Background: an optimization exercise with open tools, aiming at small area and a short achievable clock period. Do not read the settings as production practice. In this exercise RTL edits were held to simulation tests only and were not proved equivalent to the original. The clock cells of runs 2 to 5 come from the design's own scripts or RTL, not from TritonCTS. The flow treats the clock pin as an ideal source. Dropping or thinning the clock tree relies on that and would not hold on a real chip. No activity file was given, so power comes from the tool's default toggle rates.

<file path="flow/flow/run.sh">
#!/bin/bash
# Own layout flow: the standard ORFS flow (standard.sh), with
#  - output flip-flops (and the gates driving their D pins) placed in the rows
#    next to their output ports before global placement and held there while
#    the rest is placed (place_out_cells.tcl, unfix_out_cells.tcl), so the
#    clock-to-output paths are short;
#  - port buffers of a fixed type, free resizing, and timing repair aimed at the
#    worst paths only.
# Each stage's full output goes to log_<stage>.txt in the work folder.
set -uo pipefail
W=$(pwd)
F=$W/flow
ARGS=(
  "PRE_GLOBAL_PLACE_TCL=$F/place_out_cells.tcl"
  "POST_GLOBAL_PLACE_TCL=$F/unfix_out_cells.tcl"
  "BUFFER_PORTS_ARGS=-buffer_cell sky130_fd_sc_hd__buf_2"
  "MATCH_CELL_FOOTPRINT=0"
)
for stage in synth floorplan place cts route finish; do
  echo "=== $stage $(date)"
  if ! bash standard.sh "${ARGS[@]}" $stage > "$W/log_$stage.txt" 2>&1; then
    echo "stage $stage failed"; tail -30 "$W/log_$stage.txt"; exit 1
  fi
done
ls -la out/
</file>
<file path="flow/flow/place_out_cells.tcl">
# Before global placement: put each output port's flip-flop, and the gate that
# drives its D pin, in a legal spot in the rows next to the port, and hold them
# there (FIXED) while the global placer places everything else around them.
# unfix_out_cells.tcl releases them afterwards so later steps may resize them.
namespace eval place_out {
set block [ord::get_db_block]
set die [$block getDieArea]
set W [$die xMax]; set H [$die yMax]

proc drv_iterm {net} {
  if {$net == "NULL"} { return "" }
  foreach it [$net getITerms] { if {[$it isOutputSignal]} { return $it } }
  return ""
}

# rows: y -> {x0 x1 sitew}
set rows {}
foreach row [$block getRows] {
  set bb [$row getBBox]
  lappend rows [list [$bb yMin] [$bb xMin] [$bb xMax] [[$row getSite] getWidth] [[$row getSite] getHeight]]
}
set rows [lsort -integer -index 0 $rows]
set nrows [llength $rows]
set rowH [lindex $rows 0 4]
set siteW [lindex $rows 0 3]
set coreX0 [lindex $rows 0 1]; set coreX1 [lindex $rows 0 2]
set coreY0 [lindex $rows 0 0]; set coreY1 [expr {[lindex $rows end 0] + $rowH}]

# occupied intervals per row index (fixed cells already there: tap cells)
array set occ {}
for {set r 0} {$r < $nrows} {incr r} { set occ($r) {} }
foreach inst [$block getInsts] {
  if {[$inst getPlacementStatus] != "FIRM" && [$inst getPlacementStatus] != "FIXED" && [$inst getPlacementStatus] != "LOCKED"} continue
  set bb [$inst getBBox]
  set r [expr {([$bb yMin] - $coreY0) / $rowH}]
  if {$r >= 0 && $r < $nrows} { lappend occ($r) [list [$bb xMin] [$bb xMax]] }
}
proc free_x {r x w} {
  # first x' >= x where [x', x'+w) hits no occupied interval of row r
  variable occ
  set moved 1
  while {$moved} {
    set moved 0
    foreach iv $occ($r) {
      lassign $iv a b
      if {$x < $b && [expr {$x + $w}] > $a} { set x $b; set moved 1 }
    }
  }
  return $x
}
proc snap {x} { variable coreX0; variable siteW; return [expr {$coreX0 + (($x - $coreX0 + $siteW - 1) / $siteW) * $siteW}] }

# collect output units: {side pos flop gate}
set units {}
foreach bt [$block getBTerms] {
  if {[$bt getIoType] != "OUTPUT"} continue
  set dit [drv_iterm [$bt getNet]]
  if {$dit == ""} continue
  set ff [$dit getInst]
  if {![string match "*df*" [[$ff getMaster] getName]]} continue
  set gate ""
  foreach it [$ff getITerms] {
    if {[$it isInputSignal] && [[$it getMTerm] getName] == "D"} {
      set g [drv_iterm [$it getNet]]
      if {$g != "" && [llength [[$it getNet] getITerms]] == 2} {
        set gi [$g getInst]
        if {![string match "*df*" [[$gi getMaster] getName]]} { set gate $gi }
      }
    }
  }
  set bb [$bt getBBox]
  set px [expr {([$bb xMin] + [$bb xMax]) / 2}]
  set py [expr {([$bb yMin] + [$bb yMax]) / 2}]
  if {$py <= [$die yMin] + 1000} { set side B; set pos $px } \
  elseif {$py >= $H - 1000} { set side T; set pos $px } \
  elseif {$px <= [$die xMin] + 1000} { set side L; set pos $py } \
  else { set side R; set pos $py }
  lappend units [list $side $pos $ff $gate]
}

proc unit_w {u} {
  set w [[[lindex $u 2] getMaster] getWidth]
  if {[lindex $u 3] != ""} { set w [expr {$w + [[[lindex $u 3] getMaster] getWidth]}] }
  return $w
}
proc put {u x y} {
  set ff [lindex $u 2]; set g [lindex $u 3]
  $ff setLocation $x $y; $ff setPlacementStatus FIRM
  if {$g != ""} { $g setLocation [expr {$x + [[$ff getMaster] getWidth]}] $y; $g setPlacementStatus FIRM }
}
proc add_occ {r a b} { variable occ; lappend occ($r) [list $a $b] }

set depth 3 ;# rows kept free next to the edge for the port buffers (horizontal sides)
set placed 0
foreach side {B T} {
  set us [lsort -integer -index 1 [lsearch -all -inline -index 0 $units $side]]
  if {$side == "B"} { set rlist {}; for {set k 1} {$k <= 8} {incr k} { lappend rlist $k } } \
  else { set rlist {}; for {set k 2} {$k <= 9} {incr k} { lappend rlist [expr {$nrows - $k}] } }
  foreach u $us {
    set w [unit_w $u]
    set want [snap [expr {[lindex $u 1] - $w / 2}]]
    set best ""; set bestc 1e18
    set k 0
    foreach r $rlist {
      set x [snap [free_x $r $want $w]]
      set x [snap [free_x $r $x $w]]
      if {$x + $w <= $coreX1} {
        set c [expr {abs($x - $want) + $k * 3000}]
        if {$c < $bestc} { set bestc $c; set best [list $r $x] }
      }
      incr k
    }
    if {$best == ""} continue
    lassign $best r x
    put $u $x [expr {$coreY0 + $r * $rowH}]
    add_occ $r $x [expr {$x + $w}]
    incr placed
  }
}
foreach side {L R} {
  set us [lsort -integer -index 1 [lsearch -all -inline -index 0 $units $side]]
  foreach u $us {
    set w [unit_w $u]
    set r0 [expr {([lindex $u 1] - $coreY0) / $rowH}]
    set best ""; set bestc 1e18
    for {set r [expr {$r0 - 4}]} {$r <= $r0 + 4} {incr r} {
      if {$r < 0 || $r >= $nrows} continue
      if {$side == "L"} {
        set x [snap [free_x $r [expr {$coreX0 + 4000}] $w]]
        set c [expr {($x - $coreX0) + abs($r - $r0) * $rowH}]
      } else {
        # from the right edge inwards
        set x [expr {[snap [expr {$coreX1 - 4000 - $w}]] - $siteW}]
        set guard 0
        while {[free_x $r $x $w] != $x && $guard < 400} { set x [expr {$x - $siteW}]; incr guard }
        set c [expr {($coreX1 - $x) + abs($r - $r0) * $rowH}]
      }
      if {$c < $bestc} { set bestc $c; set best [list $r $x] }
    }
    if {$best == ""} continue
    lassign $best r x
    put $u $x [expr {$coreY0 + $r * $rowH}]
    add_occ $r $x [expr {$x + $w}]
    incr placed
  }
}
puts "place_out_cells: fixed $placed of [llength $units] output flip-flops (and their D gates) next to their ports"

}
namespace delete place_out
</file>
<file path="flow/flow/unfix_out_cells.tcl">
# Release the cells place_out_cells.tcl held in place during global placement.
set n 0
foreach inst [[ord::get_db_block] getInsts] {
  if {[$inst getPlacementStatus] == "FIRM" && ![string match "*tap*" [[$inst getMaster] getName]]} {
    $inst setPlacementStatus PLACED; incr n
  }
}
puts "unfix_out_cells: released $n cells"
</file>
<file path="flow/standard.sh">
#!/bin/bash
# synth_recipe.tcl (not shown) runs the flow's synth.tcl, then flattens the netlist and writes it again
# the make line also repeats each setting of config.mk as NAME=value (left out here)
make -C /OpenROAD-flow-scripts/flow DESIGN_CONFIG=/design/flow/config.mk WORK_HOME=/design/flow/orfs CLKGATE_MAP_FILE= SYNTH_SCRIPT=/design/flow/synth_recipe.tcl "${@:-finish}"
</file>
<file path="flow/config.mk">
export PLATFORM = sky130hd
export DESIGN_NAME = Base_Router
export DESIGN_NICKNAME = Base_Router
export VERILOG_FILES = /design/flow/design.v
export SDC_FILE = /design/flow/constraint.sdc
export NUM_CORES = 8
export LEC_CHECK = 0
export CAP_MARGIN = 50
export CORE_MARGIN = 2
export CORE_UTILIZATION = 65
export CTS_CLUSTER_DIAMETER = 80
export CTS_CLUSTER_SIZE = 24
export SETUP_SLACK_MARGIN = 2.5
export SLEW_MARGIN = 50
export TNS_END_PERCENT = 100
</file>
<file path="flow/constraint.sdc">
create_clock -name core_clock -period 5.0 [get_ports {clk}]
set_input_delay 1.0000 -clock core_clock [delete_from_list [all_inputs] [get_ports {clk}]]
set_output_delay 1.0000 -clock core_clock [all_outputs]
set_load 0.01 [all_outputs]
</file>
<file path="flow/design.v">
module ram (clk, writeSel, readSel, dataIn, dataOut);
parameter packetwidth = 55;
parameter addressWidth = 4;
input clk;
input [(1<<addressWidth)-1:0] writeSel;   
input [(1<<addressWidth)-1:0] readSel;    
input [packetwidth-1:0] dataIn;
output [packetwidth-1:0] dataOut;
reg [packetwidth-1:0] mem [0:(1<<addressWidth)-1];
integer j;
always @(posedge clk)
  for (j = 0; j < (1<<addressWidth); j = j + 1)
    if (writeSel[j])
      mem[j] <= dataIn;
reg [packetwidth-1:0] rd;
integer i;
always @* begin
  rd = {packetwidth{1'b0}};
  for (i = 0; i < (1<<addressWidth); i = i + 1)
    rd = rd | (mem[i] & {packetwidth{readSel[i]}});
end
assign dataOut = rd;
endmodule
module FIFO (clk, reset, reqUpStr, gntUpStr, full, rdReq, rdGnt, empty, readAddr,
             PacketIn, PacketOut);
parameter packetwidth = 55;
parameter addressWidth = 4;
input clk;
input reset;
input reqUpStr;
output reg gntUpStr;           
output reg full;               
reg fullInt;                   
input rdReq;
output rdGnt;
output reg empty;
output reg [addressWidth-1:0] readAddr;
input [packetwidth-1:0] PacketIn;
output [packetwidth-1:0] PacketOut;
reg [addressWidth-1:0] writeAddr;
reg EnableGnt;
reg [(1<<addressWidth)-1:0] readSel;    
reg [(1<<addressWidth)-1:0] writeSel;
wire wrGnt = reqUpStr & ~fullInt & EnableGnt;
assign rdGnt = rdReq & ~empty;
wire [addressWidth-1:0] one = {{(addressWidth-1){1'b0}}, 1'b1};
wire wEqRm1 = (writeAddr == readAddr - one);            
wire wEqRm2 = (writeAddr == readAddr - one - one);      
wire wEqRp1 = (writeAddr == readAddr + one);            
wire fullMove  = wrGnt ? (rdGnt ? wEqRm1 : (wEqRm2 & (readAddr != 0))) : 1'b0;
wire fullNext  = fullMove | (~wrGnt & ~rdGnt & fullInt);
wire fullNextOut = fullMove | (~wrGnt & ~rdGnt & full);    
wire emptyNext = wrGnt ? (rdGnt ? 1'b0 : wEqRm1)
                       : (rdGnt ? wEqRp1 : empty);
wire [addressWidth-1:0] writeAddrInc = writeAddr + one;
always @(posedge clk)
  writeSel <= {{((1<<addressWidth)-1){1'b0}}, wrGnt} << writeAddrInc;
always @(posedge clk or negedge reset)
  if (!reset) begin
    writeAddr <= 0;
    readAddr  <= 0;
    EnableGnt <= 1'b1;
    empty     <= 1'b1;
    readSel   <= 0;
  end else begin
    if (wrGnt) writeAddr <= writeAddrInc;
    if (rdGnt) readAddr  <= readAddr + one;
    if (rdGnt) readSel   <= {{((1<<addressWidth)-1){1'b0}}, 1'b1} << (readAddr + one);
    EnableGnt <= ~reqUpStr | (EnableGnt & ~wrGnt);
    empty     <= emptyNext;
  end
always @(posedge clk)
  if (!reset) begin
    gntUpStr <= 1'b0;
    full     <= 1'b0;
    fullInt  <= 1'b0;
  end else begin
    gntUpStr <= wrGnt;
    full     <= fullNextOut;
    fullInt  <= fullNext;
  end
ram #(.packetwidth(packetwidth), .addressWidth(addressWidth)) fifoBuffer (
  .clk(clk), .writeSel(writeSel), .readSel(readSel),
  .dataIn(PacketIn), .dataOut(PacketOut));
endmodule
module InputPortController (clk, reset, rdReq, rdGnt, empty, PacketIn, PacketOut, hopNext);
parameter packetwidth = 55;
parameter datawidth = 25;
input clk;
input reset;
output rdReq;
input rdGnt;
input empty;
input [packetwidth-1:0] PacketIn;
output reg [packetwidth-1:0] PacketOut;
output [2:0] hopNext;                  
reg sIdle, sReq, sWait, sRoute, sStuck;
assign rdReq = sReq;
always @(posedge clk or negedge reset)
  if (!reset) begin
    sIdle  <= 1'b1;
    sReq   <= 1'b0;
    sWait  <= 1'b0;
    sRoute <= 1'b0;
    sStuck <= 1'b0;
  end else begin
    sIdle  <= (sIdle & empty) | sRoute;
    sReq   <= sIdle & ~empty;
    sWait  <= sReq & rdGnt;
    sRoute <= sWait;
    sStuck <= sStuck | (sReq & ~rdGnt);
  end
always @(posedge clk)
  if (sRoute | ~reset)
    PacketOut <= PacketIn;
reg [2:0] hopPre;
always @(posedge clk)
  if (sWait)
    hopPre <= PacketIn[datawidth+2:datawidth];
assign hopNext = sRoute ? hopPre : PacketOut[datawidth+2:datawidth];
endmodule
module InputPort (clk, reset, reqUpStr, gntUpStr, full, PacketIn, PacketOut, hopNext);
parameter packetwidth = 55;
parameter addressWidth = 4;
input clk;
input reset;
input reqUpStr;
output gntUpStr;
output full;
input [packetwidth-1:0] PacketIn;
output [packetwidth-1:0] PacketOut;    
output [2:0] hopNext;
wire rdReq, rdGnt, empty;
wire [addressWidth-1:0] readAddr;
wire [packetwidth-1:0] ramOut, dataBuf;
FIFO #(.packetwidth(packetwidth), .addressWidth(addressWidth)) fifo (
  .clk(clk), .reset(reset), .reqUpStr(reqUpStr), .gntUpStr(gntUpStr), .full(full),
  .rdReq(rdReq), .rdGnt(rdGnt), .empty(empty), .readAddr(readAddr),
  .PacketIn(PacketIn), .PacketOut(ramOut));
InputPortController #(.packetwidth(packetwidth)) InputPortController (
  .clk(clk), .reset(reset), .rdReq(rdReq), .rdGnt(rdGnt), .empty(empty),
  .PacketIn(ramOut), .PacketOut(dataBuf), .hopNext(hopNext));
assign PacketOut = dataBuf;
endmodule
module OutputController (clk, reset, reqDnStr, gntDnStr, full, PacketIn, hopNext, PacketOut);
parameter packetwidth = 55;
parameter datawidth = 25;
parameter direction = 3'b000;
input clk;
input reset;
output reg reqDnStr;                   
input gntDnStr;
input full;
input [packetwidth-1:0] PacketIn;      
input [2:0] hopNext;                   
output [packetwidth-1:0] PacketOut;
reg [packetwidth-4:0] pkt;
reg match;                             
reg waitGnt;                           
wire load = ~waitGnt & ~full & match;
always @(posedge clk or negedge reset)
  if (!reset)
    match <= (direction == 3'b000);
  else
    match <= (hopNext == direction);
always @(posedge clk)
  if (!reset) begin
    reqDnStr <= 1'b0;
    waitGnt  <= 1'b0;
    pkt      <= 0;
  end else begin
    reqDnStr <= reqDnStr ? ~gntDnStr : load;
    waitGnt  <= waitGnt ? ~gntDnStr : load;
    if (load)
      pkt <= {PacketIn[packetwidth-1:datawidth+3], PacketIn[datawidth-1:0]};
  end
assign PacketOut = {3'b000, pkt};
endmodule
`timescale 1ns / 1ps
module Base_Router(  clk, reset,
							eastReqUpStr,  eastGntUpStr,  eastUpStrFull,  eastPacketIn,
							eastReqDnStr,  eastGntDnStr,  eastDnStrFull,  eastPacketOut,
							northReqUpStr, northGntUpStr, northUpStrFull, northPacketIn,
							northReqDnStr, northGntDnStr, northDnStrFull, northPacketOut,
							westReqUpStr,  westGntUpStr , westUpStrFull,  westPacketIn,
							westReqDnStr,  westGntDnStr,  westDnStrFull,  westPacketOut,
							southReqUpStr, southGntUpStr, southUpStrFull, southPacketIn,
							southReqDnStr, southGntDnStr, southDnStrFull, southPacketOut,
							localReqUpStr, localGntUpStr, localUpStrFull, localPacketIn,
							localReqDnStr, localGntDnStr, localDnStrFull, localPacketOut);
parameter routerID     	= 6'b000_000; 
parameter routerNo 		= 5'b00001;
parameter packetwidth = 55;
parameter datawidth=25;
parameter addressWidth 	= 4;
parameter fifoDepth 	= ((1 << addressWidth) - 1); 
input clk;
input reset;
input eastReqUpStr, northReqUpStr, westReqUpStr, southReqUpStr, localReqUpStr;
input eastDnStrFull,  northDnStrFull, westDnStrFull, southDnStrFull, localDnStrFull ;
input eastGntDnStr, northGntDnStr, westGntDnStr, southGntDnStr, localGntDnStr;
input [packetwidth-1:0] eastPacketIn, northPacketIn, westPacketIn, southPacketIn, localPacketIn;
output eastReqDnStr, northReqDnStr, westReqDnStr, southReqDnStr, localReqDnStr;  
output eastUpStrFull, northUpStrFull, westUpStrFull, southUpStrFull, localUpStrFull;
output eastGntUpStr, northGntUpStr, westGntUpStr, southGntUpStr, localGntUpStr;
output [packetwidth-1:0] eastPacketOut, northPacketOut, westPacketOut, southPacketOut, localPacketOut ;
wire [packetwidth-1:0] eastPacket, northPacket, westPacket, southPacket, localPacket;
wire [packetwidth-1:0] orPacket = eastPacket | northPacket | westPacket | southPacket | localPacket;
wire [2:0] eastHop, northHop, westHop, southHop, localHop;
wire [2:0] orHopNext = eastHop | northHop | westHop | southHop | localHop;
InputPort #(.packetwidth(packetwidth), .addressWidth(addressWidth)) eastInputController (
  .clk(clk), .reset(reset), .reqUpStr(eastReqUpStr), .gntUpStr(eastGntUpStr), .full(eastUpStrFull),
  .PacketIn(eastPacketIn), .PacketOut(eastPacket), .hopNext(eastHop));
OutputController #(.direction(3'b100), .datawidth(datawidth), .packetwidth(packetwidth)) eastOutputController (
  .clk(clk), .reset(reset), .reqDnStr(eastReqDnStr), .gntDnStr(eastGntDnStr), .full(eastDnStrFull),
  .PacketIn(orPacket), .hopNext(orHopNext), .PacketOut(eastPacketOut));
InputPort #(.packetwidth(packetwidth), .addressWidth(addressWidth)) northInputController (
  .clk(clk), .reset(reset), .reqUpStr(northReqUpStr), .gntUpStr(northGntUpStr), .full(northUpStrFull),
  .PacketIn(northPacketIn), .PacketOut(northPacket), .hopNext(northHop));
OutputController #(.direction(3'b111), .datawidth(datawidth), .packetwidth(packetwidth)) northOutputController (
  .clk(clk), .reset(reset), .reqDnStr(northReqDnStr), .gntDnStr(northGntDnStr), .full(northDnStrFull),
  .PacketIn(orPacket), .hopNext(orHopNext), .PacketOut(northPacketOut));
InputPort #(.packetwidth(packetwidth), .addressWidth(addressWidth)) westInputController (
  .clk(clk), .reset(reset), .reqUpStr(westReqUpStr), .gntUpStr(westGntUpStr), .full(westUpStrFull),
  .PacketIn(westPacketIn), .PacketOut(westPacket), .hopNext(westHop));
OutputController #(.direction(3'b110), .datawidth(datawidth), .packetwidth(packetwidth)) westOutputController (
  .clk(clk), .reset(reset), .reqDnStr(westReqDnStr), .gntDnStr(westGntDnStr), .full(westDnStrFull),
  .PacketIn(orPacket), .hopNext(orHopNext), .PacketOut(westPacketOut));
InputPort #(.packetwidth(packetwidth), .addressWidth(addressWidth)) southInputController (
  .clk(clk), .reset(reset), .reqUpStr(southReqUpStr), .gntUpStr(southGntUpStr), .full(southUpStrFull),
  .PacketIn(southPacketIn), .PacketOut(southPacket), .hopNext(southHop));
OutputController #(.direction(3'b101), .datawidth(datawidth), .packetwidth(packetwidth)) southOutputController (
  .clk(clk), .reset(reset), .reqDnStr(southReqDnStr), .gntDnStr(southGntDnStr), .full(southDnStrFull),
  .PacketIn(orPacket), .hopNext(orHopNext), .PacketOut(southPacketOut));
InputPort #(.packetwidth(packetwidth), .addressWidth(addressWidth)) localInputController (
  .clk(clk), .reset(reset), .reqUpStr(localReqUpStr), .gntUpStr(localGntUpStr), .full(localUpStrFull),
  .PacketIn(localPacketIn), .PacketOut(localPacket), .hopNext(localHop));
OutputController #(.direction(3'b000), .datawidth(datawidth), .packetwidth(packetwidth)) localOutputController (
  .clk(clk), .reset(reset), .reqDnStr(localReqDnStr), .gntDnStr(localGntDnStr), .full(localDnStrFull),
  .PacketIn(orPacket), .hopNext(orHopNext), .PacketOut(localPacketOut));
endmodule
</file>
==> flow_summary.ini, run 1 <==
[final_layout]
final_area_mm2 = 0.200
syn2layout_area_growth_pct = 9.00
final_cells = 14100
final_nets = 10500
drive_gt1_share_pct = 14.8

[die]
die_x_um = 535
initial_core_util_pct = 65.2
io-pin-count = 582
rows = 195
fp.dieArea_mm2 = 0.287
fp.coreArea_mm2 = 0.282
die_y_um = 535

[detailed_routing]
avgViaCountPerCell = 7.40
vias = 105000
drt_iter0_drc = 17200
wire_per_inst_um = 40.1
routed_wirelength_mm = 566
post-route-drc-count = 0
first_pass_iters = 11
ant_nets = 0

[logic_synthesis]
synth_cell_type_count = 55
avgSynthCellArea_um2 = 19.0
synth.cell_area_mm2 = 0.184
ys_seq_area_share_pct = 82.8
synth_top_flop_cell = edfxtp_1
ys_ff_latch = 5210
syn_inst = 9657
synthArstFlopShare_pct = 2.98
yosysTopAreaCell = edfxtp_1
synth-edff-count = 4690
synth_area_leaders = edfxtp_1 77%, a22o_1 5.6%, a221oi_1 5.2%, dfxtp_1 4.0%, dfrtp_1 1.9%
yosys_warnings = 9
yosysTopAreaCellShare_pct = 76.7

[setup_path]
critical_path.max_fanout = 23
cp_cell_sequence = buf_4, a22o_1, a221oi_1, nand4_1
crit_slowest_cell = dfrtp_2
crit_arrival_ns = 3.07
crit_type = reg -> reg
start_kind = flop
cp.required_ns = 5.55
slowest_delay_ns = 0.66
end_kind = flop

[timing]
final.setup_skew_ns = 0.0266
period_needed_ns = 2.52
rsz0062_at_grt = yes
finalSetupTns_ns = 0
fmaxAchievable_mhz = 397
finalCritPeriodShare_pct = 50.4
hold_viol = 0
fin_ws_ns = 2.48
relSlewSlack_pct = 45.3
worst_pin_slew_ns = 0.820
setup_viol = 0
slew_violations = 0
hold_ws_ns = 0.177

[global_routing]
grt_max_degree = 107
grt_pass1_vias = 96100
overflow = 0
grt_pass1_wl_mm = 772
antenna_found_initial = 169
gr-usage-all-layers_pct = 39.0

[cts]
clk_pin_slew_ns = 0.10
cts_buffer_depth = 4
cts.sink_count = 5210
cts_tree = built
clock_latency_ns = 0.97
cts_max_level = 4
cts_root_buffer = clkbuf_16
cts_buffers = 239

[power]
irDropWorstVdd_v = 0.000419
leakage_nw = 63.9
power.density_mw_per_mm2 = 390

[place]
dp_hpwl_mm = 338
dpl_worst_slack_ns = 2.29
io_buffers = 566
placed_cell_area_mm2 = 0.192
placedCellCount = 13600

[worst_hold_path]
hold_path_class = in -> reg

[run_status]
outcome = timing/DRC/antenna clean

[job]
drv_cap = 0
critical path, delay by kind of cell, from the launching register on:
family	cells	cell delay [ns]
compound gates	2	0.53
buf+inv	1	0.42
flops	1	0.66
simple gates	1	0.46
cell type report:
class / instances / area (µm²)
inverters: 23 / 93.8
fillers: 17300 / 81500
clock buffers: 376 / 6640
multi-input cells: 3804 / 29300
flip-flops and latches: 5210 / 153000
well taps: 3743 / 4680
repair buffers: 843 / 6330
diodes: 113 / 283
clock inverters: 7 / 58.8
registers in the layout, indices dropped and copies added (netlist names), 55 cells and up:
signal                                              flops
eastInputController.InputPortController.PacketOut      55
westInputController.InputPortController.PacketOut      55
southInputController.fifo.fifoBuffer.mem              880
localInputController.fifo.fifoBuffer.mem              880
southInputController.InputPortController.PacketOut     55
westInputController.fifo.fifoBuffer.mem               880
eastInputController.fifo.fifoBuffer.mem               880
localInputController.InputPortController.PacketOut     55
northInputController.fifo.fifoBuffer.mem              880
northInputController.InputPortController.PacketOut     55
cells by family (layout without fill, tap and decap cells):
kind of cell | Yosys count | in the layout | synth area share (%)
mux | 20 | 20 | 0.111
compound gates | 2602 | 2602 | 12.1
other cells | 1 | 128 | 0.00204
buf+inv | 657 | 1249 | 1.39
simple gates | 1017 | 1017 | 2.72
fa+ha+maj | 38 | 38 | 0.259
flops | 5210 | 5210 | 82.8
xor+xnor | 112 | 112 | 0.543
report_power, final:
| group | total (mW) | leakage, nW | internal, mW | switching (mW) |
|---|---|---|---|---|
| Sequential | 52.3 | 47.7 | 50.5 | 1.81 |
| Clock | 22.0 | 3.22 | 9.20 | 12.8 |
| Combinational | 3.78 | 13.0 | 0.810 | 2.97 |
cell usage after synthesis, types with 3 or more instances:
master	number
a211oi_1	264
mux2_2	3
o21ai_0	21
or2_2	4
nor2b_1	11
dfstp_2	16
inv_1	20
nand3_1	32
nor2_1	451
clkbuf_1	465
dfrtp_1	139
o22ai_1	4
a21o_1	5
nand2_1	109
xor2_1	44
buf_2	20
clkinv_1	3
dfxtp_1	365
a311oi_1	5
or3_1	3
mux2i_1	17
buf_1	132
nor3b_1	4
a221oi_1	1100
edfxtp_1	4690
nor3_1	20
nand2b_1	22
or4_1	53
a31oi_1	5
nand3b_1	3
and3_1	7
ha_1	38
and2_1	4
nand4_1	282
nor4_1	4
a22o_1	1164
a21oi_1	24
xnor2_1	66
buf_4	16
cell usage in the layout, fill, tap and decap left out, types with 32 or more instances in the layout:
cell       synthesis  routed
clkbuf_1         465     130
clkbuf_16          0     246
buf_2             20     396
buf_6              1     102
nand4_1          282     282
xor2_1            44      43
edfxtp_1        4690    4690
a221oi_1        1100    1100
dfrtp_2            0      62
dfxtp_2            0     163
ha_1              38      38
a211oi_1         264     262
nor2_2             0      38
diode_2            0     113
xnor2_1           66      66
buf_4             16     295
dfrtp_1          139      57
nor2_1           451     409
dfxtp_1          365     119
dfxtp_4            0      83
a22o_1          1164    1164
nand3_1           32      32
nand2_1          109     109
or4_1             53      53
buf_12             0      43
path summary, 6_finish.rpt:
kind / startpoint / to / slack (ns) / cells past startpoint
worst max register to register: southInputController.fifo.readSel[11] / flop / 2.48 / 4
worst min-delay path: southReqUpStr / southInputController.fifo.EnableGnt / 0.18 / 2
worst min register to register: southInputController.fifo.fullInt / southInputController.fifo.EnableGnt / 0.43 / 2
worst max-delay path: southInputController.fifo.readSel[11] / flop / 2.48 / 4
max in group asynchronous: reset / northInputController.fifo.readSel[3] / 3.21 / 4
min in group asynchronous: reset / eastInputController.fifo.readSel[10] / 0.49 / 2
through the flow:
| stage | util [%] | power (mW) |
|---|---|---|
| finish | 71.1 | 78.0 |
| floorplan | - | 54.1 |
| detailed placement | 68.2 | 56.9 |
| global placement | 67.9 | 56.6 |
| CTS | 70.9 | 78.0 |
| global route | 71.0 | 79.9 |
per-layer routing:
layer,global-route usage (%),share of wire (%)
met5,1.40,0.24
met4,16.7,4.9
met3,9.66,13
met2,59.3,46
met1,54.5,36
timing repair:
item                                   4_1_cts  5_1_grt
hold buffers                                 1        0
setup buffers                               10        1
gates resized for setup                    373       18
pin swaps                                    1        2
endpoints found under the hold margin       13        0
setup endpoints to repair                  217       17
==> run 2: changes to the inputs <==
--- a/flow/flow/run.sh
+++ b/flow/flow/run.sh
@@ -5,4 +5,6 @@
 #    the rest is placed (place_out_cells.tcl, unfix_out_cells.tcl), so the
 #    clock-to-output paths are short;
+#  - a balanced clock tree of inverters (clock_tree.tcl, via cts_hook.tcl) in
+#    place of TritonCTS, for a shorter clock insertion delay;
 #  - port buffers of a fixed type, free resizing, and timing repair aimed at the
 #    worst paths only.
@@ -14,4 +16,5 @@
   "PRE_GLOBAL_PLACE_TCL=$F/place_out_cells.tcl"
   "POST_GLOBAL_PLACE_TCL=$F/unfix_out_cells.tcl"
+  "PRE_CTS_TCL=$F/cts_hook.tcl"
   "BUFFER_PORTS_ARGS=-buffer_cell sky130_fd_sc_hd__buf_2"
   "MATCH_CELL_FOOTPRINT=0"
==> flow/flow/clock_tree.tcl (new file) <==
# Clock tree of inverters, built level by level from the flip-flops up by
# recursive bisection (compact groups of equal size), with an even number of
# inverting levels so every flip-flop sees the rising clock edge. Replaces
# TritonCTS in the cts step (see cts_hook.tcl).
namespace eval ctree {
  # per level, from the leaves up: {master max_fanout}
  variable levels {
    {sky130_fd_sc_hd__inv_12 20}
    {sky130_fd_sc_hd__inv_16  8}
    {sky130_fd_sc_hd__inv_16  6}
    {sky130_fd_sc_hd__inv_16  8}
  }
  variable prefix ctree
}

proc ctree::bisect {items maxn} {
  if {[llength $items] <= $maxn} { return [list $items] }
  set xs [lmap it $items {lindex $it 0}]
  set ys [lmap it $items {lindex $it 1}]
  set dx [expr {[tcl::mathfunc::max {*}$xs] - [tcl::mathfunc::min {*}$xs]}]
  set dy [expr {[tcl::mathfunc::max {*}$ys] - [tcl::mathfunc::min {*}$ys]}]
  set idx [expr {$dx >= $dy ? 0 : 1}]
  set sorted [lsort -integer -index $idx $items]
  set n [llength $sorted]
  set groups [expr {($n + $maxn - 1) / $maxn}]
  set left [expr {int(round(double($n) * ($groups / 2) / $groups))}]
  if {$left < 1} { set left 1 }
  return [concat [ctree::bisect [lrange $sorted 0 [expr {$left - 1}]] $maxn] \
                 [ctree::bisect [lrange $sorted $left end] $maxn]]
}

proc ctree::centroid {grp} {
  set sx 0; set sy 0
  foreach it $grp { set sx [expr {$sx + [lindex $it 0]}]; set sy [expr {$sy + [lindex $it 1]}] }
  set n [llength $grp]
  return [list [expr {$sx / $n}] [expr {$sy / $n}]]
}

proc ctree::make_inv {block master name x y} {
  set inst [odb::dbInst_create $block $master $name]
  set w [$master getWidth]; set h [$master getHeight]
  $inst setLocation [expr {int($x - $w / 2)}] [expr {int($y - $h / 2)}]
  $inst setPlacementStatus PLACED
  set net [odb::dbNet_create $block "${name}_n"]
  $net setSigType CLOCK
  set out ""; set in ""
  foreach it [$inst getITerms] {
    if {[$it isOutputSignal]} { set out $it } elseif {[$it isInputSignal]} { set in $it }
  }
  $out connect $net
  return [list $inst $net $in]
}

proc ctree::build {clkname} {
  variable levels; variable prefix
  set db [ord::get_db]
  set block [ord::get_db_block]
  set clk [$block findNet $clkname]
  $clk setSigType CLOCK
  set items {}
  foreach it [$clk getITerms] {
    set bb [[$it getInst] getBBox]
    lappend items [list [expr {([$bb xMin] + [$bb xMax]) / 2}] [expr {([$bb yMin] + [$bb yMax]) / 2}] $it]
  }
  set nsinks [llength $items]
  foreach it $items { [lindex $it 2] disconnect }
  set lv 0
  set counts {}
  while {1} {
    if {$lv < [llength $levels]} { lassign [lindex $levels $lv] mname fo } else { lassign [lindex $levels end] mname fo }
    set master [$db findMaster $mname]
    set remaining_odd [expr {$lv % 2}]
    # the last level has a single inverter; stop when one group is left and the
    # number of levels built so far makes the polarity right
    set groups [ctree::bisect $items $fo]
    set next {}
    set k 0
    foreach grp $groups {
      lassign [ctree::centroid $grp] cx cy
      lassign [ctree::make_inv $block $master "${prefix}_${lv}_${k}" $cx $cy] inst net in
      foreach s $grp { [lindex $s 2] connect $net }
      lappend next [list $cx $cy $in]
      incr k
    }
    lappend counts $k
    incr lv
    set items $next
    if {[llength $items] == 1 && $lv % 2 == 0} break
  }
  [lindex $items 0 2] connect $clk
  puts "ctree: $nsinks sinks, $lv inverter levels, inverters per level (leaf first): $counts"
}
==> flow/flow/cts_hook.tcl (new file) <==
# PRE_CTS hook: build the clock tree with clock_tree.tcl instead of TritonCTS.
source [file join [file dirname [info script]] clock_tree.tcl]
if {[info commands ::ctree_tritoncts] == ""} { rename ::clock_tree_synthesis ::ctree_tritoncts }
proc ::clock_tree_synthesis {args} { ctree::build clk }
--- a/flow/config.mk
+++ b/flow/config.mk
@@ -9,7 +9,5 @@
 export CORE_MARGIN = 2
 export CORE_UTILIZATION = 65
-export CTS_CLUSTER_DIAMETER = 80
-export CTS_CLUSTER_SIZE = 24
-export SETUP_SLACK_MARGIN = 2.5
+export SETUP_SLACK_MARGIN = 2.7
 export SLEW_MARGIN = 50
 export TNS_END_PERCENT = 100
==> run 2 against run 1 <==
- still clean on timing, DRC and antenna
- final cell count rose by 0.38%
- synthesized area unchanged
- critical path depth did not move
- global-route usage increased by 1.4 points
- routed wire length rose by 4.8%
- clock power decreased by 9%
- total power decreased by 2.4%
- sequential power hardly changed
- critical path type unchanged
- largest cell class unchanged
- highest routed layer unchanged
==> flow_summary.ini, run 2 <==
[run_status]
outcome = timing/DRC/antenna clean

[logic_synthesis]
avgSynthCellArea_um2 = 19.0
yosysTopAreaCell = edfxtp_1
ys_seq_area_share_pct = 82.8
synth_area_leaders = edfxtp_1 77%, a22o_1 5.6%, a221oi_1 5.2%, dfxtp_1 4.0%, dfrtp_1 1.9%
synth.cell_area_mm2 = 0.184
yosysTopAreaCellShare_pct = 76.7
synth_cell_type_count = 55
synth-edff-count = 4690
ys_top_cells_by_count = 4690 x edfxtp_1, 1164 x a22o_1, 1100 x a221oi_1
yosys_warnings = 9
ys_ff_latch = 5210
synth_top_flop_cell = edfxtp_1
synth_most_common_cell = edfxtp_1
syn_inst = 9657
synthArstFlopShare_pct = 2.98

[die]
die_y_um = 535
fp.dieArea_mm2 = 0.287
fp.coreArea_mm2 = 0.282
initial_core_util_pct = 65.2
die_x_um = 535
io-pin-count = 582
rows = 195

[place]
io_buffers = 566
placed_cell_area_mm2 = 0.192
dpl_worst_slack_ns = 1.84
placedCellCount = 13600
dp_hpwl_mm = 338

[final_layout]
final_nets = 10600
drive_gt1_share_pct = 15.1
final_cells = 14200
multi_input_area_mm2 = 0.0294
mostFrequentLayoutCells = 4690 x edfxtp_1, 1164 x a22o_1, 1095 x a221oi_1
ff_latch_area_mm2 = 0.153
syn2layout_area_growth_pct = 8.87
layout_commonest_cell = edfxtp_1
final_area_mm2 = 0.200
nFillCells = 17300

[setup_path]
crit_buf_inv = 1
crit_arrival_ns = 2.64
reg2reg_depth = 4
start_kind = flop
crit_cells = 4
r2r_setup_slack_ns = 2.63
r2r_start = eastInputController.fifo.readSel[0]
cp_cell_sequence = buf_8, a22o_1, a221oi_1, nand4_1
critical_path.max_fanout = 29
crit_slowest_cell = dfrtp_4
slowest_delay_ns = 0.63
end_kind = flop
cp.required_ns = 5.27
cp-startpoint = eastInputController.fifo.readSel[0]
crit_type = reg -> reg
crit_family = flip-flops

[cts]
clock_latency_ns = 0.69
clk_pin_slew_ns = 0.09
hold_buffers = 0

[detailed_routing]
post-route-drc-count = 0
avgViaCountPerCell = 7.54
drt_iter0_drc = 17300
met1_length_mm = 205
wire_per_inst_um = 41.8
met2_length_mm = 269
ant_nets = 0
highest_layer = met5
met3_length_mm = 81.9
routed_wirelength_mm = 593
vias = 107000
first_pass_iters = 7

[timing]
relSlewSlack_pct = 46.5
rsz0062_at_grt = yes
period_needed_ns = 2.37
fin_ws_ns = 2.63
hold_viol = 0
final.setup_skew_ns = 0.0833
finalCritPeriodShare_pct = 47.4
finalSetupTns_ns = 0
fmaxAchievable_mhz = 422
slew_violations = 0
setup_viol = 0
worst_pin_slew_ns = 0.803

[global_routing]
gr-usage-all-layers_pct = 40.4
grt_max_degree = 65
overflow = 0
grt_pass1_wl_mm = 797
antenna_found_initial = 177
grt_pass1_vias = 97000

[power]
irDropWorstVdd_v = 0.000363
power.density_mw_per_mm2 = 381
leakage_nw = 63.9

[worst_hold_path]
hold_path_class = in -> async

[job]
drv_cap = 0
run 2: area by class of cell:
type,instances,share of cell area [%]
tap,3743,2.34
inverter,324,2.58
sequential,5210,76.4
timing repair buffer,967,3.83
antenna,117,0.147
multi-input combinational,3808,14.7
timing repair inverter,3,0.0288
run 2: worst min-delay path by stage:
stage	startpoint	to	slack, ns	cells after the start
finish	reset	eastInputController.InputPortController.sWait	0.27	2
floorplan	southInputController.fifo.fullInt	southInputController.fifo.EnableGnt	0.39	2
global placement	southInputController.fifo.fullInt	southInputController.fifo.EnableGnt	0.41	2
CTS	southInputController.fifo.fullInt	southInputController.fifo.EnableGnt	0.42	2
detailed placement	southInputController.fifo.fullInt	southInputController.fifo.EnableGnt	0.41	2
global route	reset	eastInputController.InputPortController.sWait	0.26	2
run 2: cells by family after synthesis:
logic type               Yosys count  share of synthesized area, %
XOR/XNOR                         112                         0.543
AO/OA/AOI/OAI                   2602                          12.1
buffers and inverters            657                          1.39
other                              1                       0.00204
flip-flops                      5210                          82.8
AND/OR/NAND/NOR                 1017                          2.72
adder cells (fa/ha/maj)           38                         0.259
multiplexers                      20                         0.111
run 2: report_power, final:
group / leakage, nW / total [mW] / internal (mW) / switching, mW
sequential: 47.6 / 52.3 / 50.5 / 1.87
clock: 2.30 / 20.0 / 3.11 / 16.8
combinational: 13.9 / 3.89 / 0.849 / 3.04
total: 63.9 / 76.2 / 54.4 / 21.8
run 2: timing repair:
| item | CTS | global route |
|---|---|---|
| resized for setup | 146 | 37 |
| cloned | 24 | 0 |
| buffers inserted | 72 | 53 |
| pin swaps | 32 | 19 |
| endpoints found under the setup margin | 607 | 57 |
run 2: per-layer routing:
layer | vias to the layer above | global-route usage, %
met5 | - | 0.733
met4 | 122 | 20.4
met3 | 1401 | 11.2
met2 | 8229 | 60.2
met1 | 55300 | 55.5
li1 | 41900 | -
run 2: stage by stage:
| stage | hold slack [ns] | power (mW) | util, % |
|---|---|---|---|
| floorplan | 0.392 | 54.1 | - |
| global placement | 0.411 | 56.6 | 67.8 |
| detailed placement | 0.414 | 56.9 | 68.2 |
| CTS | 0.420 | 73.0 | 70.6 |
| global route | 0.262 | 78.0 | 70.9 |
| finish | 0.271 | 76.2 | 71.0 |
==> run 3: changes to the inputs <==
--- a/flow/design.v
+++ b/flow/design.v
@@ -1,10 +1,13 @@
-module ram (clk, writeSel, readSel, dataIn, dataOut);
-parameter packetwidth = 55;
-parameter addressWidth = 4;
-input clk;
-input [(1<<addressWidth)-1:0] writeSel;   
-input [(1<<addressWidth)-1:0] readSel;    
+module ram (clk, writeSel, routeSel, readAddr, dataIn, dataOut, hopOut);
+parameter packetwidth = 55;
+parameter addressWidth = 4;
+parameter datawidth = 25;
+input clk;
+input [(1<<addressWidth)-1:0] writeSel;
+input [(1<<addressWidth)-1:0] routeSel;
+input [addressWidth-1:0] readAddr;
 input [packetwidth-1:0] dataIn;
 output [packetwidth-1:0] dataOut;
+output [2:0] hopOut;
 reg [packetwidth-1:0] mem [0:(1<<addressWidth)-1];
 integer j;
@@ -18,10 +21,12 @@
   rd = {packetwidth{1'b0}};
   for (i = 0; i < (1<<addressWidth); i = i + 1)
-    rd = rd | (mem[i] & {packetwidth{readSel[i]}});
+    rd = rd | (mem[i] & {packetwidth{routeSel[i]}});
 end
 assign dataOut = rd;
+wire [packetwidth-1:0] atRead = mem[readAddr];
+assign hopOut = atRead[datawidth+2:datawidth];
 endmodule
 module FIFO (clk, reset, reqUpStr, gntUpStr, full, rdReq, rdGnt, empty, readAddr,
-             PacketIn, PacketOut);
+             routeSel, PacketIn, PacketOut, hopOut);
 parameter packetwidth = 55;
 parameter addressWidth = 4;
@@ -36,9 +41,10 @@
 output reg empty;
 output reg [addressWidth-1:0] readAddr;
+input [(1<<addressWidth)-1:0] routeSel;    
 input [packetwidth-1:0] PacketIn;
 output [packetwidth-1:0] PacketOut;
+output [2:0] hopOut;                      
 reg [addressWidth-1:0] writeAddr;
 reg EnableGnt;
-reg [(1<<addressWidth)-1:0] readSel;    
 reg [(1<<addressWidth)-1:0] writeSel;
 wire wrGnt = reqUpStr & ~fullInt & EnableGnt;
@@ -62,9 +68,7 @@
     EnableGnt <= 1'b1;
     empty     <= 1'b1;
-    readSel   <= 0;
   end else begin
     if (wrGnt) writeAddr <= writeAddrInc;
     if (rdGnt) readAddr  <= readAddr + one;
-    if (rdGnt) readSel   <= {{((1<<addressWidth)-1){1'b0}}, 1'b1} << (readAddr + one);
     EnableGnt <= ~reqUpStr | (EnableGnt & ~wrGnt);
     empty     <= emptyNext;
@@ -81,10 +85,12 @@
   end
 ram #(.packetwidth(packetwidth), .addressWidth(addressWidth)) fifoBuffer (
-  .clk(clk), .writeSel(writeSel), .readSel(readSel),
-  .dataIn(PacketIn), .dataOut(PacketOut));
-endmodule
-module InputPortController (clk, reset, rdReq, rdGnt, empty, PacketIn, PacketOut, hopNext);
+  .clk(clk), .writeSel(writeSel), .routeSel(routeSel), .readAddr(readAddr),
+  .dataIn(PacketIn), .dataOut(PacketOut), .hopOut(hopOut));
+endmodule
+module InputPortController (clk, reset, rdReq, rdGnt, empty, readAddr, routeSel,
+                            hopIn, PacketIn, PacketOut, hopNext);
 parameter packetwidth = 55;
 parameter datawidth = 25;
+parameter addressWidth = 4;
 input clk;
 input reset;
@@ -92,30 +98,37 @@
 input rdGnt;
 input empty;
-input [packetwidth-1:0] PacketIn;
+input [addressWidth-1:0] readAddr;             
+output reg [(1<<addressWidth)-1:0] routeSel;   
+input [2:0] hopIn;                             
+input [packetwidth-1:0] PacketIn;              
 output reg [packetwidth-1:0] PacketOut;
-output [2:0] hopNext;                  
+output [2:0] hopNext;                          
 reg sIdle, sReq, sWait, sRoute, sStuck;
+reg keep;                                      
 assign rdReq = sReq;
 always @(posedge clk or negedge reset)
   if (!reset) begin
-    sIdle  <= 1'b1;
-    sReq   <= 1'b0;
-    sWait  <= 1'b0;
-    sRoute <= 1'b0;
-    sStuck <= 1'b0;
-  end else begin
-    sIdle  <= (sIdle & empty) | sRoute;
-    sReq   <= sIdle & ~empty;
-    sWait  <= sReq & rdGnt;
-    sRoute <= sWait;
-    sStuck <= sStuck | (sReq & ~rdGnt);
-  end
-always @(posedge clk)
-  if (sRoute | ~reset)
-    PacketOut <= PacketIn;
+    sIdle    <= 1'b1;
+    sReq     <= 1'b0;
+    sWait    <= 1'b0;
+    sRoute   <= 1'b0;
+    sStuck   <= 1'b0;
+    keep     <= 1'b0;
+    routeSel <= 0;
+  end else begin
+    sIdle    <= (sIdle & empty) | sRoute;
+    sReq     <= sIdle & ~empty;
+    sWait    <= sReq & rdGnt;
+    sRoute   <= sWait;
+    sStuck   <= sStuck | (sReq & ~rdGnt);
+    keep     <= ~sWait;
+    routeSel <= {{((1<<addressWidth)-1){1'b0}}, sWait} << readAddr;
+  end
+always @(posedge clk)
+  PacketOut <= PacketIn | (PacketOut & {packetwidth{keep}});
 reg [2:0] hopPre;
 always @(posedge clk)
   if (sWait)
-    hopPre <= PacketIn[datawidth+2:datawidth];
+    hopPre <= hopIn;
 assign hopNext = sRoute ? hopPre : PacketOut[datawidth+2:datawidth];
 endmodule
@@ -132,4 +145,6 @@
 output [2:0] hopNext;
 wire rdReq, rdGnt, empty;
+wire [(1<<addressWidth)-1:0] routeSel;
+wire [2:0] hopIn;
 wire [addressWidth-1:0] readAddr;
 wire [packetwidth-1:0] ramOut, dataBuf;
@@ -137,7 +152,8 @@
   .clk(clk), .reset(reset), .reqUpStr(reqUpStr), .gntUpStr(gntUpStr), .full(full),
   .rdReq(rdReq), .rdGnt(rdGnt), .empty(empty), .readAddr(readAddr),
-  .PacketIn(PacketIn), .PacketOut(ramOut));
-InputPortController #(.packetwidth(packetwidth)) InputPortController (
+  .routeSel(routeSel), .PacketIn(PacketIn), .PacketOut(ramOut), .hopOut(hopIn));
+InputPortController #(.packetwidth(packetwidth), .addressWidth(addressWidth)) InputPortController (
   .clk(clk), .reset(reset), .rdReq(rdReq), .rdGnt(rdGnt), .empty(empty),
+  .readAddr(readAddr), .routeSel(routeSel), .hopIn(hopIn),
   .PacketIn(ramOut), .PacketOut(dataBuf), .hopNext(hopNext));
 assign PacketOut = dataBuf;
==> run 3 against run 2 <==
- utilization shrank 0.50 points
- maximum frequency increased by 2.1%
- die area is 0.14% higher
- via count up 3.5%
- combinational power shrank 13%
- sequential share of layout area shrank 0.84 points
- worst setup slack improved by 0.049 ns
- clock power about the same
- register-to-register slack improved by 0.05 ns
- synthesized cell count grew 8.7%
- global-route usage up 0.33 points
- final cell count up 4.9%
- largest cell class unchanged
==> flow_summary.ini, run 3 <==
[die]
fp.coreArea_mm2 = 0.282
initial_core_util_pct = 65.2
fp.dieArea_mm2 = 0.287
rows = 195
die_y_um = 536
io-pin-count = 582
die_x_um = 536

[timing]
relSlewSlack_pct = 47.5
finalCritPeriodShare_pct = 46.4
finalSetupTns_ns = 0
slew_violations = 0
rsz0062_at_grt = yes
setup_viol = 0
worst_pin_slew_ns = 0.787
final.setup_skew_ns = 0.0688
hold_viol = 0
fmaxAchievable_mhz = 431
period_needed_ns = 2.32
fin_ws_ns = 2.68

[logic_synthesis]
avgSynthCellArea_um2 = 17.5
synth_most_common_cell = edfxtp_1
ys_seq_area_share_pct = 81.3
yosysTopAreaCellShare_pct = 72.1
synthArstFlopShare_pct = 3.07
yosysTopAreaCell = edfxtp_1
syn_inst = 10500
synth_area_leaders = edfxtp_1 72%, dfxtp_1 7.0%, a22oi_1 4.6%, a221oi_1 2.7%, dfrtp_1 2.0%
yosys_warnings = 9
synth_cell_type_count = 63
synth-edff-count = 4415
ys_top_cells_by_count = 4415 x edfxtp_1, 1129 x a22oi_1, 640 x dfxtp_1
synth.cell_area_mm2 = 0.184
synth_top_flop_cell = edfxtp_1
ys_ff_latch = 5215

[global_routing]
antenna_found_initial = 168
grt_max_degree = 99
gr-usage-all-layers_pct = 40.7
grt_pass1_wl_mm = 812
grt_pass1_vias = 104000
overflow = 0

[final_layout]
nFillCells = 17800
mostFrequentLayoutCells = 4415 x edfxtp_1, 1129 x a22oi_1, 565 x buf_2
multi_input_area_mm2 = 0.0320
ff_latch_area_mm2 = 0.150
final_cells = 14900
syn2layout_area_growth_pct = 8.04
drive_gt1_share_pct = 13.5
layout_commonest_cell = edfxtp_1
final_nets = 11400

[job]
drv_cap = 0

[setup_path]
end_kind = flop
crit_type = reg -> reg
cp_cell_sequence = or4_1, nor2_4, a211oi_1
r2r_end = northOutputController.pkt[12]
crit_arrival_ns = 2.80
crit_slowest_cell = or4_1
cp.required_ns = 5.48
slowest_delay_ns = 0.76
start_kind = flop
crit_buf_inv = 0
crit_family = simple AND/OR/NAND/NOR gates
critical_path.max_fanout = 5
r2r_setup_slack_ns = 2.68
reg2reg_depth = 3

[detailed_routing]
post-route-drc-count = 0
routed_wirelength_mm = 594
vias = 111000
ant_nets = 0
wire_per_inst_um = 40.0
avgViaCountPerCell = 7.45
drt_iter0_drc = 19800
first_pass_iters = 9

[place]
dpl_worst_slack_ns = 1.87
io_buffers = 566
placedCellCount = 14400
dp_hpwl_mm = 343

[power]
irDropWorstVdd_v = 0.000342
power.density_mw_per_mm2 = 378
leakage_nw = 63.4

[cts]
hold_buffers = 0
clock_latency_ns = 0.68
clk_pin_slew_ns = 0.08

[run_status]
outcome = timing/DRC/antenna clean

[worst_hold_path]
hold_path_class = in -> async
==> run 3: worst max-delay path by stage <==
stage                                                               to                                       startpoint  cells after the start  slack (ns)
global placement                           northOutputController.match  southInputController.InputPortController.sRoute                      5        1.22
CTS                                       northOutputController.pkt[2]                                   northDnStrFull                      6        2.68
detailed placement                       northOutputController.pkt[50]                                            reset                      5        1.87
finish                                   northOutputController.pkt[12]                                             flop                      3        2.68
floorplan           northInputController.InputPortController.hopPre[1]            northInputController.fifo.readAddr[0]                      9        2.81
global route        southInputController.InputPortController.hopPre[0]            southInputController.fifo.readAddr[1]                      6        2.67
==> run 3: area by class of cell <==
cell class / instances / share of cell area, %
timing repair inverter: 2 / 0.0113
inverter: 340 / 2.63
antenna: 103 / 0.130
sequential: 5215 / 75.5
timing repair buffer: 879 / 3.25
tap: 3743 / 2.36
multi-input combinational: 4580 / 16.1
==> run 3: power by group <==
group	internal (mW)	switching (mW)	total, mW	leakage, nW
clock	3.11	16.8	20.0	2.30
sequential	50.0	1.77	51.8	46.9
combinational	0.720	2.65	3.37	14.1
==> run 3: worst register-to-register path: cells and delay by family, from the launching register on <==
kind	cells	cell delay [ns]
DFF	1	0.58
and+or+nand+nor	2	1.38
AOI/OAI and AO/OA	1	0.17
==> run 3: routing by layer <==
| metal | part of all wire (%) | GRT usage, % | routed length, µm | vias to the layer above |
|---|---|---|---|---|
| li1 | - | - | - | 44100 |
| met1 | 35 | 56.2 | 205000 | 56300 |
| met2 | 44 | 60.2 | 263000 | 8705 |
| met3 | 15 | 11.4 | 87500 | 1462 |
| met4 | 6.4 | 20.7 | 38000 | 114 |
| met5 | 0.13 | 0.333 | 784 | - |
==> run 3: stage by stage <==
stage	area (µm²)	utilization (%)	total power, mW	hold WS, ns
global placement	191000	67.8	55.7	0.422
CTS	198000	70.2	72.0	0.428
global route	198000	70.4	77.0	0.185
floorplan	184000	-	53.5	0.404
finish	199000	70.5	75.1	0.194
detailed placement	192000	68.1	56.0	0.425
==> run 3: cell families (layout without fill, tap and decap cells) <==
family | count (synthesis) | count (layout) | synth area share [%]
adder cells (fa/ha/maj) | 42 | 42 | 0.286
XOR/XNOR | 98 | 98 | 0.471
AO/OA/AOI/OAI | 2676 | 2676 | 11.8
flip-flops | 5215 | 5215 | 81.3
AND/OR/NAND/NOR | 1713 | 1713 | 4.35
buffers and inverters | 717 | 1221 | 1.57
other | 1 | 118 | 0.00204
multiplexers | 36 | 36 | 0.215
==> run 3: what timing repair did <==
item / in CTS / in global routing
endpoints found under the setup margin: 304 / 33
gates resized for setup: 76 / 27
cloned: 21 / 0
buffers inserted: 23 / 20
pin swaps: 13 / 2
hold endpoints to repair: 0 / 0
==> run 4: changes to the inputs <==
--- a/flow/flow/clock_tree.tcl
+++ b/flow/flow/clock_tree.tcl
@@ -7,9 +7,10 @@
   variable levels {
     {sky130_fd_sc_hd__inv_12 20}
-    {sky130_fd_sc_hd__inv_16  8}
-    {sky130_fd_sc_hd__inv_16  6}
-    {sky130_fd_sc_hd__inv_16  8}
+    {sky130_fd_sc_hd__inv_12  6}
+    {sky130_fd_sc_hd__inv_16  5}
+    {sky130_fd_sc_hd__inv_16 12}
   }
   variable prefix ctree
+  variable use_bbox 1
 }
 
@@ -28,4 +29,11 @@
   return [concat [ctree::bisect [lrange $sorted 0 [expr {$left - 1}]] $maxn] \
                  [ctree::bisect [lrange $sorted $left end] $maxn]]
+}
+
+proc ctree::bboxcenter {grp} {
+  set xs [lmap it $grp {lindex $it 0}]
+  set ys [lmap it $grp {lindex $it 1}]
+  return [list [expr {([tcl::mathfunc::min {*}$xs] + [tcl::mathfunc::max {*}$xs]) / 2}] \
+               [expr {([tcl::mathfunc::min {*}$ys] + [tcl::mathfunc::max {*}$ys]) / 2}]]
 }
 
@@ -77,5 +85,5 @@
     set k 0
     foreach grp $groups {
-      lassign [ctree::centroid $grp] cx cy
+      if {$lv == 0 || !$ctree::use_bbox} { lassign [ctree::centroid $grp] cx cy } else { lassign [ctree::bboxcenter $grp] cx cy }
       lassign [ctree::make_inv $block $master "${prefix}_${lv}_${k}" $cx $cy] inst net in
       foreach s $grp { [lindex $s 2] connect $net }
--- a/flow/config.mk
+++ b/flow/config.mk
@@ -9,5 +9,5 @@
 export CORE_MARGIN = 2
 export CORE_UTILIZATION = 65
-export SETUP_SLACK_MARGIN = 2.7
+export SETUP_SLACK_MARGIN = 2.8
 export SLEW_MARGIN = 50
 export TNS_END_PERCENT = 100
==> run 4 against run 3 <==
- still clean on timing, DRC and antenna
- worst setup slack improved by 0.030 ns
- critical path type unchanged
- clock power barely moved
- critical path depth is the same
- worst hold slack got worse by 0.037 ns
- combinational power grew 2%
- sequential cell count did not move
- maximum frequency grew 1.3%
- critical endpoint is now eastOutputController.pkt[44]
- sequential power about the same
- die area unchanged
- routed wire length grew 3.0%
- final cell count grew 0.63%
- clock skew is essentially flat
==> flow_summary.ini, run 4 <==
[setup_path]
cp_cell_sequence = or4_1, nor2_2, a211oi_1
start_kind = flop
critical_path.max_fanout = 5
crit_buf_inv = 0
end_kind = flop
crit_family = simple AND/OR/NAND/NOR gates
crit_type = reg -> reg
crit_arrival_ns = 2.79
crit_slowest_cell = or4_1
cp.required_ns = 5.50
slowest_delay_ns = 0.85

[detailed_routing]
routed_wirelength_mm = 613
wire_per_inst_um = 41.0
ant_nets = 0
first_pass_iters = 9
drt_iter0_drc = 20500
vias = 112000
avgViaCountPerCell = 7.50
post-route-drc-count = 0

[global_routing]
grt_use_met2_pct = 61.4
grt_use_met3_pct = 13.4
overflow = 0
grt_pass1_vias = 105000
grt.met1_usage_pct = 56.4
grt_pass1_wl_mm = 833
antenna_found_initial = 170
busiest_layer = met2
gr-usage-all-layers_pct = 42.0
grt_max_degree = 99

[cts]
clock_latency_ns = 0.67
clk_pin_slew_ns = 0.08
hold_buffers = 0

[timing]
setup_viol = 0
worst_pin_slew_ns = 0.821
finalSetupTns_ns = 0
fin_ws_ns = 2.71
slew_violations = 0
relSlewSlack_pct = 45.2
finalCritPeriodShare_pct = 45.8
rsz0062_at_grt = yes
fmaxAchievable_mhz = 436
period_needed_ns = 2.29
final.setup_skew_ns = 0.0685
hold_ws_ns = 0.157
hold_viol = 0

[logic_synthesis]
ys_seq_area_share_pct = 81.3
synth-edff-count = 4415
synth_top_flop_cell = edfxtp_1
synth_most_common_cell = edfxtp_1
synth_compound_area_share_pct = 11.8
synthArstFlopShare_pct = 3.07
yosys.area_share.simple_pct = 4.35
synth_cell_type_count = 63
avgSynthCellArea_um2 = 17.5
yosysTopAreaCell = edfxtp_1
ys_top_cells_by_count = 4415 x edfxtp_1, 1129 x a22oi_1, 640 x dfxtp_1
synth.cell_area_mm2 = 0.184
synth_top_family_by_area = compound AO/OA/AOI/OAI gates
yosys_warnings = 9
yosys.area_share.adder_pct = 0.286
yosysTopAreaCellShare_pct = 72.1
synth_xor_area_share_pct = 0.471
ys_ff_latch = 5215
synthMuxAreaShare_pct = 0.215
synth_area_leaders = edfxtp_1 72%, dfxtp_1 7.0%, a22oi_1 4.6%, a221oi_1 2.7%, dfrtp_1 2.0%
syn_inst = 10500

[die]
io-pin-count = 582
fp.coreArea_mm2 = 0.282
rows = 195
fp.dieArea_mm2 = 0.287
die_x_um = 536
die_y_um = 536
initial_core_util_pct = 65.2

[final_layout]
final_nets = 11400
finish.utilization_pct = 71.3
ff_latch_area_mm2 = 0.150
final_area_mm2 = 0.201
nFillCells = 17500
mostFrequentLayoutCells = 4415 x edfxtp_1, 1129 x a22oi_1, 558 x a221oi_1
final_cells = 15000
multi_input_area_mm2 = 0.0326
layout_commonest_cell = edfxtp_1
syn2layout_area_growth_pct = 9.25
drive_gt1_share_pct = 15.6

[power]
leakage_nw = 64.2
irDropWorstVdd_v = 0.000478
finalPower_mw = 75.5
power.density_mw_per_mm2 = 376

[place]
placedCellCount = 14400
io_buffers = 566
dp_hpwl_mm = 343
placed_cell_area_mm2 = 0.192
dpl_worst_slack_ns = 1.87

[job]
drv_cap = 0

[run_status]
outcome = timing/DRC/antenna clean

[worst_hold_path]
hold_path_class = in -> async
==> run 4: changes by cell type in the layout (fill, tap and decap cells not counted), sizes merged <==
cell,before,now
clkbuf,16,38
clkinvlp,3,6
buf,863,909
diode,103,114
inv,334,345
==> run 4: logic make-up after synthesis <==
family,Yosys count
multiplexers,36
AO/OA/AOI/OAI,2676
XOR/XNOR,98
flip-flops,5215
adder cells (fa/ha/maj),42
other,1
buffers and inverters,717
AND/OR/NAND/NOR,1713
==> run 4: final cells by class <==
class | instances | share of cell area, %
Antenna cell | 114 | 0.142
Inverter | 354 | 2.67
Multi-Input combinational cell | 4580 | 16.3
Sequential cell | 5215 | 74.7
Tap cell | 3743 | 2.33
Timing Repair Buffer | 947 | 3.89
Timing Repair inverter | 2 | 0.0112
==> run 4: per-layer routing <==
metal	wire length, µm	part of all wire (%)
met1	206000	34
met2	269000	44
met3	94000	15
met4	42200	6.9
met5	1060	0.17
==> run 4: where the power goes <==
group	leakage [nW]	switching [mW]	internal, mW
clock	2.32	17.0	3.20
sequential	47.0	1.77	50.0
combinational	15.0	2.69	0.747
==> run 4: final timing paths <==
kind,from,endpoint,slack [ns],cells after the start
worst max-delay path,flop,eastOutputController.pkt[44],2.71,3
worst min-delay path,reset,async pin,0.16,1
worst max register to register,flop,eastOutputController.pkt[44],2.71,3
worst min register to register,southInputController.fifo.fullInt,southInputController.fifo.EnableGnt,0.45,2
max in group asynchronous,reset,eastInputController.InputPortController.sIdle,3.54,4
min in group core_clock,southInputController.fifo.fullInt,southInputController.fifo.EnableGnt,0.45,2
==> run 4: what timing repair did <==
action,CTS,global route
gates cloned,55,0
hold endpoints to repair,0,0
buffers inserted,43,35
pin swaps,133,3
endpoints found under the setup margin,366,146
gates resized for setup,299,108
==> run 4: worst register-to-register path: stages, from the launching register on <==
cell,delay [ns]
dfxtp_1,0.57
or4_1,0.86
nor2_2,0.48
a211oi_1,0.22
==> run 5: changes to the inputs <==
--- a/flow/flow/run.sh
+++ b/flow/flow/run.sh
@@ -7,6 +7,6 @@
 #  - a balanced clock tree of inverters (clock_tree.tcl, via cts_hook.tcl) in
 #    place of TritonCTS, for a shorter clock insertion delay;
-#  - port buffers of a fixed type, free resizing, and timing repair aimed at the
-#    worst paths only.
+#  - port buffers of a fixed type, free resizing, and timing repair by resizing
+#    and buffering only (no gate cloning or load splitting).
 # Each stage's full output goes to log_<stage>.txt in the work folder.
 set -uo pipefail
@@ -19,4 +19,5 @@
   "BUFFER_PORTS_ARGS=-buffer_cell sky130_fd_sc_hd__buf_2"
   "MATCH_CELL_FOOTPRINT=0"
+  "SETUP_MOVE_SEQUENCE=unbuffer,sizeup,swap,buffer"
 )
 for stage in synth floorplan place cts route finish; do
--- a/flow/config.mk
+++ b/flow/config.mk
@@ -9,5 +9,5 @@
 export CORE_MARGIN = 2
 export CORE_UTILIZATION = 65
-export SETUP_SLACK_MARGIN = 2.8
+export SETUP_SLACK_MARGIN = 2.9
 export SLEW_MARGIN = 50
 export TNS_END_PERCENT = 100
==> run 5 against run 4 <==
- die area unchanged
- utilization up 0.26 points
- routed wire length fell by 2.9%
- total power about the same
- highest routed layer unchanged
- largest cell class unchanged
- global-route usage fell by 2.0 points
- critical endpoint is now southOutputController.pkt[44]
- first-iteration DRC count shrank 5.7%
==> flow_summary.ini, run 5 <==
[run_status]
outcome = timing/DRC/antenna clean

[final_layout]
multi_input_area_mm2 = 0.0328
final_cells = 14900
finish.utilization_pct = 71.5
final_nets = 11400
nFillCells = 17300
layout_commonest_cell = edfxtp_1
mostFrequentLayoutCells = 4415 x edfxtp_1, 1129 x a22oi_1, 558 x a221oi_1
drive_gt1_share_pct = 18.0
ff_latch_area_mm2 = 0.150
syn2layout_area_growth_pct = 9.64

[die]
initial_core_util_pct = 65.2
die_x_um = 536
die_y_um = 536
fp.coreArea_mm2 = 0.282
rows = 195
fp.dieArea_mm2 = 0.287
io-pin-count = 582

[logic_synthesis]
synth_most_common_cell = edfxtp_1
synth_top_flop_cell = edfxtp_1
ys_top_cells_by_count = 4415 x edfxtp_1, 1129 x a22oi_1, 640 x dfxtp_1
synth.cell_area_mm2 = 0.184
syn_inst = 10500
synth_area_leaders = edfxtp_1 72%, dfxtp_1 7.0%, a22oi_1 4.6%, a221oi_1 2.7%, dfrtp_1 2.0%
yosys_warnings = 9
yosysTopAreaCell = edfxtp_1
ys_seq_area_share_pct = 81.3
ys_ff_latch = 5215
synth_cell_type_count = 63
avgSynthCellArea_um2 = 17.5
yosysTopAreaCellShare_pct = 72.1
synthArstFlopShare_pct = 3.07
synth-edff-count = 4415

[global_routing]
grt_pass1_vias = 103000
grt_use_met2_pct = 59.0
grt_pass1_wl_mm = 799
busiest_layer = met2
overflow = 0
gr-usage-all-layers_pct = 40.0
grt_max_degree = 107
antenna_found_initial = 161
grt_use_met3_pct = 11.0
grt.met1_usage_pct = 56.6

[timing]
slew_violations = 0
hold_viol = 0
setup_viol = 0
worst_pin_slew_ns = 0.809
relSlewSlack_pct = 46.0
final.setup_skew_ns = 0.0846
finalCritPeriodShare_pct = 44.3
period_needed_ns = 2.21
finalSetupTns_ns = 0
fmaxAchievable_mhz = 452
rsz0062_at_grt = yes

[setup_path]
cp.required_ns = 5.47
end_kind = flop
critical_path.max_fanout = 5
crit_arrival_ns = 2.68
start_kind = flop
crit_type = reg -> reg

[place]
placedCellCount = 14400
io_buffers = 566
dp_hpwl_mm = 340

[power]
p_int_mw = 54.0
power.density_mw_per_mm2 = 375
p_sw_mw = 21.5
comb_power_share_pct = 4.6
clockPowerShare_pct = 26.8
p_sw_share_pct = 28.5
seq_power_share_pct = 68.6
leakage_nw = 64.3
irDropWorstVdd_v = 0.000569

[detailed_routing]
vias = 112000
ant_nets = 0
first_pass_iters = 10
avgViaCountPerCell = 7.47
post-route-drc-count = 0
wire_per_inst_um = 39.8
drt_iter0_drc = 19300
routed_wirelength_mm = 595

[job]
drv_cap = 0

[worst_hold_path]
hold_path_class = in -> async

[cts]
clock_latency_ns = 0.65
clk_pin_slew_ns = 0.08
## run 5: final timing paths
kind / start / to / slack (ns) / cells past startpoint
max: flop / southOutputController.pkt[44] / 2.79 / 3
min: reset / southInputController.fifo.writeAddr[0] / 0.23 / 1
max reg2reg: flop / southOutputController.pkt[44] / 2.79 / 3
min reg2reg: localInputController.fifo.fullInt / localInputController.fifo.EnableGnt / 0.43 / 2
max in group asynchronous: reset / eastInputController.InputPortController.sIdle / 3.55 / 4
min in group core_clock: localInputController.fifo.fullInt / localInputController.fifo.EnableGnt / 0.43 / 2
## run 5: cells by family after synthesis
kind of cell,synth area share [%]
multiplexers,0.215
AND/OR/NAND/NOR,4.35
XOR/XNOR,0.471
flip-flops,81.3
other,0.00204
AO/OA/AOI/OAI,11.8
buffers and inverters,1.57
adder cells (fa/ha/maj),0.286
## run 5: worst max-delay path, stage by stage (launching register included)
cell	delay, ns
dfxtp_1	0.58
or4_1	0.78
nor2_2	0.45
a211oi_1	0.22
## run 5: area by class of cell
type,instances,share of cell area (%)
well taps,3743,2.32
inverters,354,2.65
multi-input cells,4580,16.3
flip-flops and latches,5215,74.6
repair buffers,950,4.06
diodes,100,0.124
## run 5: what timing repair did
action,4_1_cts,5_1_grt
buffers inserted,27,95
endpoints found under the setup margin,427,427
resized for setup,293,671
hold endpoints to repair,0,0
pin swaps,146,18
hold buffers,0,0
## run 5: routing by layer
layer / up-vias / wire length, µm
met4: 110 / 35200
met3: 1523 / 88700
met1: 56900 / 206000
met5: - / 805
met2: 8888 / 264000
li1: 44200 / -
## run 5: power groups by stage
stage	sequential [mW]	combinational [mW]	clock (mW)
6_report	51.8	3.44	20.3
5_1_grt	52.0	3.62	21.8
3_5_place_dp	52.7	3.23	0
4_1_cts	52.8	3.27	16.1
3_3_place_gp	52.8	2.90	0
2_1_floorplan	52.5	0.985	0
## run 5: per-stage QoR
stage / setup WS [ns] / total power [mW] / cell area (µm²) / hold slack [ns]
after floorplan: 2.86 / 53.5 / 184000 / 0.404
after global placement: 1.36 / 55.7 / 191000 / 0.418
after CTS: 2.56 / 72.1 / 198000 / 0.428
after global routing: 2.81 / 77.4 / 201000 / 0.239
after detailed placement: 2.23 / 56.0 / 192000 / 0.426
final: 2.79 / 75.5 / 202000 / 0.235

-- what the ideal ports hide --
The flow's constraints put no driver on any port. The routed layouts listed below were extracted and timed again, unchanged, in two steps. Step 1: set_driving_cell puts a clkbuf_16 on clk and a buf_2 on each other input, an assumption about the parent block. Step 2 adds t to the input delays and takes it off the output delays; t is the mean of the earliest and latest rising clock arrival at the registers after step 1. Input paths then give back, and output paths get back, about the clock's delay inside the block. Slacks: no drivers / after step 1 / after step 2; pairs: no drivers / after step 1.
run | t (ns) | setup slack, ns | hold WS [ns]
run 1 | 1.071 | 2.480 / 2.369 / 1.641 | 0.177 / 0.076 / 0.433
run 2 | 0.788 | 2.630 / 2.552 / 2.520 | 0.271 / 0.219 / 0.428
run 3 | 0.796 | 2.679 / 2.594 / 2.351 | 0.194 / 0.329 / 0.440
run 4 | 0.774 | 2.709 / 2.606 / 2.456 | 0.157 / 0.328 / 0.446
run 5 | 0.766 | 2.787 / 2.692 / 2.233 | 0.235 / 0.174 / 0.429
After both steps setup and hold are still met in every run listed. For run 1, which loses most, drivers alone change the setup slack by -0.111 ns; drivers and shift together by -0.839 ns.
